Source: an optimization exercise on an open RTL-to-GDS flow (aim: small area). Production flows keep margins and buffers that such runs may drop.
The RTL of this run was laid out without a check of its function.

$ cat design.v
package sobel_pkg;
localparam MAX_PIXEL_BITS = 15;
localparam PIXEL_WIDTH_OUT = 8;
localparam SOBEL_COUNTER_MAX_BITS = 3;
localparam MAX_GRADIENT_WIDTH = $clog2((1 << PIXEL_WIDTH_OUT)*3);
localparam MAX_PIXEL_VAL = 1<< PIXEL_WIDTH_OUT;
localparam MAX_GRADIENT_SUM_WIDTH = $clog2((1 << MAX_GRADIENT_WIDTH)*2);
localparam MAX_RESOLUTION_BITS = 24;
    typedef struct packed {
        logic signed [PIXEL_WIDTH_OUT-1:0] pix0;
        logic signed [PIXEL_WIDTH_OUT-1:0] pix1;
        logic signed [PIXEL_WIDTH_OUT-1:0] pix2;
    } sobel_vector;
    typedef struct packed {
        sobel_vector vector0;
        sobel_vector vector1;
        sobel_vector vector2;
    } sobel_matrix;
endpackage
import sobel_pkg::*;
module gray_scale_core (
    input logic    clk_i,
    input logic    nreset_i,
    input logic    start_i,
    input logic    finish_i,
    input logic    [MAX_PIXEL_BITS-1:0] in_px_rgb_i,
    output logic   [PIXEL_WIDTH_OUT-1:0] out_px_gray_o);
logic [PIXEL_WIDTH_OUT-1:0] red;
logic [PIXEL_WIDTH_OUT-1:0] green;
logic [PIXEL_WIDTH_OUT-1:0] blue;
typedef enum logic [1:0]{
    IDLE,
    PROCESSING} state_t;
state_t fsm_state, next;
always_ff @(posedge clk_i or negedge nreset_i)begin
    if(!nreset_i)begin
        fsm_state <= IDLE;
    end else begin
        fsm_state <= next;
    end
end
always_comb begin
    case(fsm_state)
        IDLE: begin
            if(start_i) begin next = PROCESSING; end
            else begin next = IDLE; end
        end
        PROCESSING: begin 
            if (finish_i) begin next = IDLE; end 
            else begin next = PROCESSING; end
        end
        default: begin
            next = IDLE; 
        end
    endcase
end
always_ff @(posedge clk_i or negedge nreset_i)begin
    if (!nreset_i)begin
        red <= 'b0;
        green <= 'b0;
        blue <= 'b0;
    end else begin
        case (next)
            IDLE: begin
                red <= 'b0;
                green <= 'b0;
                blue <= 'b0;
            end
            PROCESSING: begin
                red <= {3'b0, in_px_rgb_i[MAX_PIXEL_BITS-1:10]} <<3;
                green <= {3'b0, in_px_rgb_i[9:5]} <<3;
                blue <= {3'b0, in_px_rgb_i[4:0]} <<3;
            end
            default: begin
                red <= 'b0;
                green <= 'b0;
                blue <= 'b0;
            end
        endcase
    end
end
assign  out_px_gray_o = (red>>2)+(red>>5)+(green>>1)+(green>>4)+(blue>>4)+(blue>>5);
endmodule
import sobel_pkg::*;
module sobel_core (
    input sobel_pkg::sobel_matrix matrix_pixels_i,
    output [PIXEL_WIDTH_OUT-1:0] out_sobel_core_o                           
);
logic signed [MAX_GRADIENT_WIDTH:0] x_grad;       
logic signed [MAX_GRADIENT_WIDTH:0] y_grad;                                    
logic signed [MAX_GRADIENT_WIDTH:0] abs_x_grad;
logic signed [MAX_GRADIENT_WIDTH:0] abs_y_grad;                
logic [MAX_GRADIENT_SUM_WIDTH:0] sum_xy_grad;                                    
assign x_grad = (({3'b0, matrix_pixels_i.vector0.pix2} - {3'b0, matrix_pixels_i.vector0.pix0}) + 
                (({3'b0, matrix_pixels_i.vector1.pix2} - {3'b0, matrix_pixels_i.vector1.pix0}) << 1) + 
                ({3'b0, matrix_pixels_i.vector2.pix2} - {3'b0, matrix_pixels_i.vector2.pix0}));
assign y_grad = (({3'b0, matrix_pixels_i.vector2.pix0} - {3'b0, matrix_pixels_i.vector0.pix0}) + 
                (({3'b0, matrix_pixels_i.vector2.pix1} - {3'b0, matrix_pixels_i.vector0.pix1}) << 1) + 
                ({3'b0, matrix_pixels_i.vector2.pix2} - {3'b0, matrix_pixels_i.vector0.pix2}));  
assign abs_x_grad = (x_grad[MAX_GRADIENT_WIDTH]? ~x_grad+1 : x_grad);   
assign abs_y_grad = (y_grad[MAX_GRADIENT_WIDTH]? ~y_grad+1 : y_grad);          
assign sum_xy_grad = (abs_x_grad + abs_y_grad);    
assign out_sobel_core_o = (|sum_xy_grad[MAX_GRADIENT_SUM_WIDTH:PIXEL_WIDTH_OUT])? MAX_PIXEL_VAL-1 : sum_xy_grad[PIXEL_WIDTH_OUT-1:0];   
endmodule
import sobel_pkg::*;
module sobel_control (
        input logic    clk_i,
        input logic    nreset_i,
        input logic    start_i,
        input logic    finish_i,
        input logic    [PIXEL_WIDTH_OUT-1:0] in_px_gray_i,
        output logic   [PIXEL_WIDTH_OUT-1:0] out_px_sobel_o,
        output logic   px_ready_o
    );
    logic [SOBEL_COUNTER_MAX_BITS:0] counter_sobel;
    logic [MAX_RESOLUTION_BITS-1:0] counter_pixels;
    logic px_ready;
    sobel_pkg::sobel_matrix sobel_pixels; 
    logic [PIXEL_WIDTH_OUT-1:0] out_sobel_core;
    logic [PIXEL_WIDTH_OUT-1:0] out_sobel;
    typedef enum logic [2:0]{
        IDLE,
        FIRST_MATRIX, 
        NEXT_MATRIX, 
        END_FRAME} state_t;
    state_t fsm_state, next;
    sobel_core sobel(
        .matrix_pixels_i(sobel_pixels),
        .out_sobel_core_o(out_sobel_core)
    );
    always_ff @(posedge clk_i or negedge nreset_i)begin
        if(!nreset_i)begin
            fsm_state <= IDLE;
        end else begin
            fsm_state <= next;
        end
    end
    always_comb begin
        case(fsm_state)
            IDLE: begin
                if(start_i) next = FIRST_MATRIX;
                else next = IDLE;
            end
            FIRST_MATRIX: begin 
                if (counter_pixels == 1) next = NEXT_MATRIX; 
                else next = FIRST_MATRIX;
            end
            NEXT_MATRIX:begin
                if (finish_i) next = IDLE; 
                else next = NEXT_MATRIX;
            end
            default: next = IDLE;
        endcase
    end
    always_ff @(posedge clk_i or negedge nreset_i)begin
        if (!nreset_i)begin
            counter_sobel <= 'b0;
            counter_pixels <= 'b0;
            out_sobel <= 'b0;
            px_ready <= 'b0;
            sobel_pixels <= 'b0;
        end else begin
            case (next)
                IDLE: begin
                    px_ready <= 'b0;
                    out_sobel <= 'b0;
                    counter_pixels <= 'b0;
                    counter_sobel <= 'b0;
                end
                FIRST_MATRIX: begin
                    px_ready <= 'b0;
                    out_sobel <= '0;
                    case(counter_sobel)
                        1: sobel_pixels.vector0.pix0 <= in_px_gray_i;
                        2: sobel_pixels.vector0.pix1 <= in_px_gray_i;
                        3: sobel_pixels.vector0.pix2 <= in_px_gray_i;
                        4: sobel_pixels.vector1.pix0 <= in_px_gray_i;
                        5: sobel_pixels.vector1.pix1 <= in_px_gray_i;
                        6: sobel_pixels.vector1.pix2 <= in_px_gray_i;
                        7: sobel_pixels.vector2.pix0 <= in_px_gray_i;
                        8: sobel_pixels.vector2.pix1 <= in_px_gray_i;
                        9: sobel_pixels.vector2.pix2 <= in_px_gray_i;
                    endcase
                    counter_sobel <= counter_sobel + 1;
                    if (counter_sobel == 9) begin
                        counter_pixels <= counter_pixels + 1;
                        counter_sobel <= 'b0;
                        px_ready <= 'b1;
                        out_sobel <= out_sobel_core;
                    end
                end
                NEXT_MATRIX: begin
                    px_ready <= 'b0;
                    out_sobel <= '0;
                    case(counter_sobel)
                        1: begin 
                            sobel_pixels.vector0 <= sobel_pixels.vector1;
                            sobel_pixels.vector1 <= sobel_pixels.vector2;
                            sobel_pixels.vector2.pix0 <= in_px_gray_i;
                        end
                        2: begin
                            sobel_pixels.vector2.pix1 <= in_px_gray_i;
                        end
                        3: begin
                            sobel_pixels.vector2.pix2 <= in_px_gray_i;
                        end
                    endcase
                    counter_sobel <= counter_sobel + 1;
                    if (counter_sobel == 3) begin
                        counter_pixels <= counter_pixels + 1;
                        counter_sobel <= 'b0;
                        px_ready <= 'b1;
                        out_sobel <= out_sobel_core;
                    end
                end
                default: begin
                    px_ready <= 'b0;
                    out_sobel <= 'b0;
                    counter_pixels <= 'b0;
                    counter_sobel <= 'b0;
                end
            endcase
        end
    end
    assign  out_px_sobel_o = out_sobel;
    assign  px_ready_o = px_ready; 
endmodule
import sobel_pkg::*;
module top_gray_sobel (
        input logic    clk_i,
        input logic    nreset_i,
        input logic    [1:0] select_i,
        input logic    finish_i,
        input logic    start_i,
        input logic    [MAX_PIXEL_BITS-1:0] in_pixel_i,
        output logic   [MAX_PIXEL_BITS-1:0] out_pixel_o,
        output logic   px_ready_sobel_o
    );
    logic start_gray;
    logic start_sobel;
    logic [MAX_PIXEL_BITS-1:0] in_px_rgb;
    logic [PIXEL_WIDTH_OUT-1:0] in_px_gray;
    logic [PIXEL_WIDTH_OUT-1:0] out_px_gray;
    logic [PIXEL_WIDTH_OUT-1:0] out_px_sobel;
    logic [MAX_PIXEL_BITS-1:0] out_px_rgb;
    logic px_ready_sobel;
    gray_scale_core gray_scale0 (
        .clk_i(clk_i),
        .nreset_i(nreset_i),
        .start_i(start_gray),
        .finish_i(finish_i),
        .in_px_rgb_i(in_px_rgb),
        .out_px_gray_o(out_px_gray)
    );
    sobel_control sobel0 (
        .clk_i(clk_i),
        .nreset_i(nreset_i),
        .start_i(start_sobel),
        .finish_i(finish_i),
        .in_px_gray_i(in_px_gray),
        .out_px_sobel_o(out_px_sobel),
        .px_ready_o(px_ready_sobel)
    );
    typedef enum logic [1:0]{
        IDLE,
        BYPASS} state_t;
    state_t fsm_state, next;
    always_ff @(posedge clk_i or negedge nreset_i)begin
        if(!nreset_i)begin
            fsm_state <= IDLE;
        end else begin
            fsm_state <= next;
        end
    end
    always_comb begin
        case(fsm_state)
            IDLE: begin
                if(start_i && select_i == 'b11) begin next = BYPASS; end
                else begin next = IDLE; end
            end
            BYPASS: begin 
                if (finish_i) begin next = IDLE; end 
                else begin next = BYPASS; end
            end
            default: begin
                next = IDLE; 
            end
        endcase
    end
    always_ff @(posedge clk_i or negedge nreset_i)begin
        if (!nreset_i)begin
            out_px_rgb <= 'b0;
        end else begin
            case (next)
                IDLE: begin
                    out_px_rgb <= 'b0;
                end
                BYPASS: begin
                    out_px_rgb <= in_pixel_i;
                end
                default: begin
                    out_px_rgb <= 'b0;
                end
            endcase
        end
    end
    assign start_gray = (select_i == 'b0 || select_i == 'b10)? start_i : 'b0;
    assign start_sobel = (select_i == 'b01 || select_i == 'b10)? start_i : 'b0;
    assign in_px_rgb = (select_i == 'b0 || select_i == 'b10 || select_i == 'b11)?  in_pixel_i : 'b0;
    assign in_px_gray = (select_i == 'b01)?  in_pixel_i[PIXEL_WIDTH_OUT-1:0] : (select_i == 'b10)?  out_px_gray : 'b0;
    assign out_pixel_o = (select_i == 'b01 || select_i == 'b10)?  {7'b0, out_px_sobel} : (select_i == 'b0)?  {7'b0, out_px_gray} : out_px_rgb;
    assign px_ready_sobel_o = (select_i == 'b01 || select_i == 'b10)?  px_ready_sobel : 'b0;
endmodule
$ cat run.sh
#!/bin/bash
# synth_recipe.tcl (not shown) runs the flow's synth.tcl, then flattens the netlist and writes it again
# the make line also repeats each setting of config.mk as NAME=value (left out here)
make -C /OpenROAD-flow-scripts/flow DESIGN_CONFIG=/design/flow/config.mk WORK_HOME=/design/flow/orfs CLKGATE_MAP_FILE= SYNTH_SCRIPT=/design/flow/synth_recipe.tcl finish
$ cat config.mk
export PLATFORM = sky130hd
export DESIGN_NAME = top_gray_sobel
export DESIGN_NICKNAME = top_gray_sobel
export VERILOG_FILES = /design/flow/design.v
export SDC_FILE = /design/flow/constraint.sdc
export NUM_CORES = 4
export LEC_CHECK = 0
export CAP_MARGIN = 20
export CORE_AREA = 10 10 290 290
export DIE_AREA = 0 0 300 300
export SLEW_MARGIN = 20
$ cat constraint.sdc
create_clock -name core_clock -period 10.0 [get_ports {clk_i}]
set_input_delay 2.0000 -clock core_clock [delete_from_list [all_inputs] [get_ports {clk_i}]]
set_output_delay 2.0000 -clock core_clock [all_outputs]
set_load 0.01 [all_outputs]
==> run summary <==
* DR pass1 iterations at 5
* Max-cap violation count at 0
* Most frequent cells in the layout: dfrtp_1, inv_1, nand2_1, ha_1, a21oi_1
* Row count at around 100
* Die span in x at 300 µm
* Reg2Reg Depth at 27
* I/O Pins at 37
* Total congestion overflow at 0
* CP Cell Sequence: ha_1, fa_1, inv_1, fa_1, inv_1, fa_1, fa_1, ha_1, a21o_1, a21o_1, a2111o_1, o211ai_1, mux2i_1, o21ai_0, clkdlybuf4s50_1
* Drt drc at 0
* Number of port buffers at 36
* CTS buffer count at 17
* Crit path DAT at a little over 5 ns
* Syn. warnings at 3
* Initial antenna violation count at 1
* DRT antenna net count at 0
* DP HPWL at 21.9 mm
* WL final at 28.1 mm
* Main synth FF type: dfrtp_1
* Clk pin slew, worst setup/hold paths at ~0.070 ns
* Startpoint class of the critical path: flip-flop
* Iter 0 DRT Violations at 507
* First-pass GRT wire length at 46.1 mm
* DR WL/cell at 12.3 µm
* Fin. max-slew vios at 0
* Mapped Avg Cell Area at 9.15 µm²
* DIE AREA at 90000 µm²
* Share of post-route cells with drive strength above 1 at approximately 6.3%
* Vias in the first global route at 8618
* CTS tree: done
* Hold Path Stages at 1
* Status: finished clean
* Final GP Congestion at 0.824
* Crit path required time at 8.00 ns
* Hold Startpoint: gray_scale0.fsm_state[0]
* Yosys top cell area share at 32.1%
* Maximum root-to-sink buffer count at 2
* Sink Count at 142
* NumNets Final at approximately 1400
* Setup Viol. Count Final at 0
* P&R area growth vs syn at 19.5%
* CTS root buffer: clkbuf_16
* Largest cells by area after synthesis: dfrtp_1, ha_1, fa_1, xnor2_1, a21oi_1
* Critical Path End Type: output port
* R2R Setup Slk at between 3 and 4 ns
* Via count at 8546
* Slowest Stage Delay on Critical Path at 0.57 ns
* Fillers at 8754
* Syn Std Cell Area at 11100 µm²
* Initial Utilization at 14.3%
* Post-CTS sizing at 0
* Synth Net Count at around 1400
* Die Height at 300 µm
* Post-synth EDFFs at 0
* Ant. Diodes at 0
* Fin. Hold Viols at 0
* Placed Area at 12600 µm²
* CP max-delay cell: clkdlybuf4s50_1
* Fin crit share at 71.3%
* Clock latency on the worst-skew pair at 0.45 ns
* Area of the core at 77600 µm²
* Hold EP: gray_scale0.fsm_state[0]
* Design Area, Final at 13200 µm²
* CP Max Fanout at 4
* Tot GR Track Use at between 6 and 7%
* Largest net degree at the start of global routing at 76
* Seq/Total Area, Yosys at 32.1%
* Commonest non-fill, non-tap cell in the layout: dfrtp_1
* Critical Path Most Common Cell: fa_1
* Setup TNS at 0 ns
* Mapped Cells at approximately 1200
* Max Freq at 140 MHz
* Hold Crit Class: flip-flop to flip-flop
* R2R Path End: sobel0.out_sobel[1]
* Vias/cell at 3.74
* Yosys reg bits at 142
* Slew margin rel. at between 30% and 40%
* Post-CTS Setup Bufs at 0
* CTS Hold Bufs at 0
* Fraction of registers with async set/reset at 100%
* Pin slew with the least headroom to its limit at 0.980 ns
* RSZ-0062 raised after global routing: false
* Worst reg2reg startpoint: sobel0.sobel_pixels[0]
* Cell taking the most area after synthesis: dfrtp_1
* Post-Route Skew at 0.0136 ns
* Period minus WS final at 7.13 ns
* Crit Path Class: flip-flop to output port
* H-tree levels at 4
* Library cells used by synthesis at 71
## through the flow
stage                     util (%)  hold slack [ns]  worst slack, ns  cells
after floorplan                  -            0.443             3.97   1210
after global placement        16.3            0.455             3.31   2254
after detailed placement      16.3            0.463             3.30   2254
after CTS                     17.0            0.473             2.83   2286
after global routing          17.0            0.502             2.63   2286
final                         17.0            0.471             2.87   2286
## cells by family after synthesis
kind of cell	after synthesis	share of synthesized area (%)
AOI/OAI and AO/OA	294	16.9
DFF	142	32.1
muxes	31	3.07
xor gates and xnor gates	83	6.70
adders and majority gates	148	19.3
and+or+nand+nor	362	16.7
buffers and inverters	150	5.26
## layer usage
metal  vias to the layer above  share of wire, %  global-route usage, %
li1                       4212                 -                      -
met1                      4159                49                   8.54
met2                       143                46                   10.1
met3                        32               3.7                   1.11
met4                         0               1.6                   1.86
met5                         -                 0                      0
## worst max path at each step
stage	startpoint	end	slack [ns]	cells past startpoint
after floorplan	gray_scale0.red[6]	out_pixel_o[7]	3.97	14
after global placement	gray_scale0.red[6]	out_pixel_o[7]	3.31	15
after detailed placement	gray_scale0.red[6]	out_pixel_o[7]	3.30	15
after CTS	gray_scale0.red[6]	out_pixel_o[7]	2.83	15
after global routing	gray_scale0.red[6]	out_pixel_o[7]	2.63	15
final	gray_scale0.red[6]	out_pixel_o[7]	2.87	15
## registers in the layout, indices dropped and copies added (netlist names)
name and cells:
sobel0.px_ready 1, sobel0.out_sobel 8, gray_scale0.blue 4, gray_scale0.green 5, sobel0.sobel_pixels 72, sobel0.fsm_state 2, gray_scale0.red 5, out_px_rgb 15
sobel0.counter_sobel 4, fsm_state 1, sobel0.counter_pixels 24, gray_scale0.fsm_state 1
## worst max-delay path: cells and delay by family (launching register included)
family                   cells  cell delay (ns)
buffers and inverters        3             0.67
AO/OA/AOI/OAI                5             1.07
flip-flops                   1             0.42
multiplexers                 1             0.12
adder cells (fa/ha/maj)      6             2.40
## synth_stat cells, drive strengths merged, types with 2 or more instances
| library cell | n |
|---|---|
| dfrtp | 142 |
| inv | 114 |
| ha | 110 |
| nand2 | 110 |
| a21oi | 102 |
| o21ai | 65 |
| nor2 | 60 |
| xnor2 | 60 |
| nor2b | 55 |
| and2 | 41 |
| o31ai | 41 |
| fa | 38 |
| a21o | 33 |
| clkbuf | 30 |
| xor2 | 23 |
| mux2 | 21 |
| nand2b | 18 |
| nand3 | 17 |
| nor3 | 17 |
| mux2i | 10 |
| a211oi | 9 |
| or3 | 9 |
| and3 | 8 |
| nand4 | 8 |
| nor4 | 8 |
| buf | 6 |
| a22oi | 5 |
| a31oi | 5 |
| o21a | 5 |
| a21boi | 4 |
| o21bai | 4 |
| nand3b | 3 |
| nor4b | 3 |
| a211o | 2 |
| o2111ai | 2 |
| o211ai | 2 |
| o22ai | 2 |
| o31a | 2 |
## area by class of cell
cell class	count	area (µm²)	area share [%]
Clock buffer	17	425	3.22
Clock inverter	15	191	1.45
Inverter	114	428	3.23
Multi-Input combinational cell	918	6940	52.4
Sequential cell	142	3550	26.9
Tap cell	1040	1300	9.84
Timing Repair Buffer	40	392	2.96

separate check: timing with driven ports:
The results above use ideal ports. As a check the final layout listed here was re-extracted and re-timed, cells and wires unchanged. Step 1 (the two cells are an assumption about what drives the block):
set clk [get_ports {clk_i}]
set_driving_cell -lib_cell sky130_fd_sc_hd__clkbuf_16 $clk
set_driving_cell -lib_cell sky130_fd_sc_hd__buf_2 [delete_from_list [all_inputs] $clk]
Step 2, shift: input delay + t, output delay - t, t = (earliest + latest rising clock arrival at the registers) / 2. This alone moves slack from input paths to output paths. Three values: ideal ports, drivers, drivers and shift; two values: the first two.
shift t [ns]: 0.495
slack for setup (ns): 2.871 / 2.815 / 3.310
worst setup path at the end: register to output
latest minus earliest clock arrival (ns): 0.013 / 0.014
pins driven straight from the clock port: 1
After both steps setup and hold are still met in this run. The setup slack of this run moves by -0.056 ns with the drivers and by +0.439 ns with both steps.
